Context: an optimization exercise on an open-source flow, tuned for small area and a short achievable clock period. The choices shown serve that exercise and are no tape-out recipe.
Only simulation tests tie the RTL to the original design; equivalence was not proved.
No activity file was given, so power comes from the tool's default toggle rates.

Setup of rev 12:
## KEYBOARD_CONTROLLER
module KEYBOARD_CONTROLLER (
	RST_N     ,
	DATA      ,
	CLK_50MHZ ,
	PS2CLK    ,
	ASCII_OUT ,
	COLOR     ,
	COMMAND
	);
Size in the first run: about 760 flip-flops, about 26,000 µm² of cells after synthesis.
clock: 160.0 ns
lec_check: 0
cap_margin: 20
core_margin: 2
core_utilization: 40
cts_buf_list: sky130_fd_sc_hd__clkbuf_8
cts_cluster_diameter: 50
cts_cluster_size: 12
slew_margin: 20
run.sh (not shown) runs the stock make flow with config.mk's settings and CLKGATE_MAP_FILE= SYNTH_SCRIPT=/design/flow/synth_recipe.tcl, a recipe that flattens the netlist after the stock synthesis.
## Diff of input files: rev 13 against rev 12
diff --git a/flow/config.mk b/flow/config.mk
--- a/flow/config.mk
+++ b/flow/config.mk
@@ -9,6 +9,6 @@
 export CORE_MARGIN = 2
 export CORE_UTILIZATION = 40
-export CTS_BUF_LIST = sky130_fd_sc_hd__clkbuf_8
-export CTS_CLUSTER_DIAMETER = 50
-export CTS_CLUSTER_SIZE = 12
+export CTS_BUF_LIST = sky130_fd_sc_hd__clkbuf_16
+export CTS_CLUSTER_DIAMETER = 60
+export CTS_CLUSTER_SIZE = 20
 export SLEW_MARGIN = 20
==> run notes <==
The simple-gate portion of the synthesized area of rev 12 and that of rev 13 are within noise of each other.
The number of nets in the layout in rev 13 was lower than what rev 12 gave.
Multi-input gate share of total cell area: rev 13 vs rev 12, no meaningful difference
Area of all placed cells without fillers, rev 13 vs rev 12: up slightly
Growth of design area from synthesis to finish was higher in rev 13 than in rev 12.
Rev 13 vs rev 12: worst max-slew margin expressed relative to the limit down in rev 13
Reported for rev 12 and rev 13, count of buffers from port buffering turned out identical to the last digit.
Between rev 12 and rev 13, final wirelength decreased.
Compare rev 12 and rev 13 | global-route wire length before repair lower: rev 13
Rev 13 against rev 12: share of cell area taken by flip-flops and latches now smaller; portion of the clock cycle consumed by the worst path in the final layout about even.

* * *

Starting RTL as in the previous note.
clock: 160.0 ns
lec_check: 0
cap_margin: 20
core_margin: 2
core_utilization: 40
cts_buf_list: sky130_fd_sc_hd__clkbuf_8
cts_cluster_diameter: 65
cts_cluster_size: 19
slew_margin: 20
Next try:
CTS_CLUSTER_DIAMETER = 60   (was 65)
CTS_CLUSTER_SIZE = 16   (was 19)
What happened:
- The new run completed without violations
- wire length barely changes
- setup slack is about the same
- critical path depth is unchanged
- sequential cell count stays the same
- global-route usage barely changes
- core utilization grows by 0.22 points
- register-to-register slack improved by 0.08 ns
- sequential share of layout area is lower by 0.29 points
- via count rises slightly
- worst hold slack is about the same
Next try:
CTS_BUF_LIST = sky130_fd_sc_hd__clkbuf_16   (was sky130_fd_sc_hd__clkbuf_8)
CTS_CLUSTER_DIAMETER = 80   (was 60)
CTS_CLUSTER_SIZE = 28   (was 16)
Result: Core utilization rose by 0.32 points. Hold slack gets better by 0.0040 ns. Wire length fell by 0.33%. Power grows by 4.1%. First-iteration DRC count is higher by 5.4%. Setup slack improves by 0.094 ns. Via count decreases by 0.85%. Sequential cell count is unchanged. Synthesized cell count stays the same.
Next try:
==> flow/flow/run.sh (new file) <==
#!/bin/bash
set -euo pipefail
export BUFFER_PORTS_ARGS="-buffer_cell sky130_fd_sc_hd__buf_2"
bash standard.sh finish > flow_make.log 2>&1
==> flow/standard.sh (new file) <==
#!/bin/bash
# synth_recipe.tcl (not shown) runs the flow's synth.tcl, then flattens the netlist and writes it again
# the make line also repeats each setting of config.mk as NAME=value (left out here)
make -C /OpenROAD-flow-scripts/flow DESIGN_CONFIG=/design/flow/config.mk WORK_HOME=/design/flow/orfs CLKGATE_MAP_FILE= SYNTH_SCRIPT=/design/flow/synth_recipe.tcl "${@:-finish}"
CTS_BUF_LIST = sky130_fd_sc_hd__clkbuf_8   (was sky130_fd_sc_hd__clkbuf_16)
CTS_CLUSTER_DIAMETER = 60   (was 80)
CTS_CLUSTER_SIZE = 16   (was 28)
removed: flow/run.sh
Outcome: The new run produced a clean layout. Sequential share of layout area grows by 0.35 points. Non-clock buffer count grows by 4. Global-route usage grows by 0.24 points. Total power shrinks by about 2.4%. Routed wire length barely changes. Hold slack is worse by 0.0061 ns. Combinational power stays flat. Setup slack is better by 0.34 ns.

* * *

== ember ==
KEYBOARD_CONTROLLER, a different RTL version from the one above (not shown whole).
For scale: roughly 760 flip-flops, roughly 22 I/O pins.
export LEC_CHECK = 0
export CAP_MARGIN = 20
export CORE_MARGIN = 2
export CORE_UTILIZATION = 40
export CTS_BUF_LIST = sky130_fd_sc_hd__clkbuf_8 sky130_fd_sc_hd__clkbuf_16
export CTS_CLUSTER_DIAMETER = 60
export CTS_CLUSTER_SIZE = 16
export SLEW_MARGIN = 20
create_clock -name core_clock -period 160.0 [get_ports {CLK_50MHZ}]
standard.sh (not shown) runs the stock make flow with config.mk's settings and CLKGATE_MAP_FILE= SYNTH_SCRIPT=/design/flow/synth_recipe.tcl, a recipe that flattens the netlist after the stock synthesis.
==> flow/flow/run.sh <==
#!/bin/bash
set -euo pipefail
export BUFFER_PORTS_ARGS="-buffer_cell sky130_fd_sc_hd__buf_2"
bash standard.sh finish > flow_make.log 2>&1
Changes in amber relative to ember:
- CTS_BUF_LIST now sky130_fd_sc_hd__clkbuf_8, was sky130_fd_sc_hd__clkbuf_8 sky130_fd_sc_hd__clkbuf_16
Notes after the runs:
Both conditions hold for amber: the flow ran to the end and the final layout passed the timing, DRC and antenna checks. Buffer count excluding the clock tree in the final layout: ember vs amber identical. Number of clock-tree buffers in the layout of amber falls short of that of ember slightly. Between ember and amber, the number of vias per cell after detailed routing figures differ only marginally. Any difference in via count of the first global-routing pass between ember and amber is small enough to ignore. Cmp amber and ember / number of fillers in the final layout / higher: amber. Compared with ember, in amber design area went down by about 2.7%, share of the clock period used by the worst path after layout was more or less identical, routed wire length went down by 0.35%, utilization went down by 1.2 points, clock period minus final worst setup slack went up by 65 ps.
The following lists how fjord was set up differently from amber:
- a change of CORE_UTILIZATION from 40 to 70
## What came out
fjord vs amber, met1 layer usage reported by global route went up by 21 points.
fjord ended up with met5 as its highest routing layer actually used; amber ended up with met4.
Total power after layout delta (fjord − amber): favourable
Between amber and fjord, the flow reports die area decreasing by more than a quarter.
[fjord vs amber] number of cell rows: lower in fjord
Min signed area change from the synthesized netlist to the final layout across amber and fjord: fjord
Re internal power summed over all cells: amber was higher than fjord.
In fjord, hold slack is lower than in amber.
Relative to amber, fjord degrades worst setup slack before clock tree synthesis.
Standard cell area after detailed placement is higher on amber
The standard cells in fjord occupy less silicon area than those in amber do.

[static timing again, ports no longer ideal]
In the flow no input, the clock included, has a driving cell. The finished layouts below were timed again as built, in two steps.
Step 1 sets driving cells, clkbuf_16 on the clock port and buf_2 on the other inputs (assumed; they add their load-dependent delay and slew).
Step 2 times the ports against the registers' clock, not the clock port: input delays grow and output delays shrink by t, the midpoint of the rising clock arrivals with the driver on.
Slacks: no drivers / after step 1 / after step 2; pairs: no drivers / after step 1.
| run | t, ns | setup slack, ns | worst slew at a driven data input, ns |
|---|---|---|---|
| rev 12 | 0.762 | 126.178 / 126.115 / 126.878 | 0.03 |
| rev 13 | 0.672 | 126.277 / 126.214 / 126.886 | 0.03 |
| the first run of note 2 | 0.748 | 126.193 / 126.129 / 126.877 | 0.03 |
| the second run of note 2 | 0.763 | 126.192 / 126.129 / 126.892 | 0.03 |
| the third run of note 2 | 0.666 | 126.286 / 126.222 / 126.888 | 0.03 |
| the fourth run of note 2 | 0.738 | 126.622 / 126.558 / 127.296 | 0.03 |
| ember | 0.659 | 126.826 / 126.766 / 127.425 | 0.03 |
| amber | 0.724 | 126.761 / 126.706 / 127.429 | 0.03 |
| fjord | 0.764 | 126.663 / 126.608 / 127.372 | 0.05 |
After both steps setup and hold are still met in every run listed.
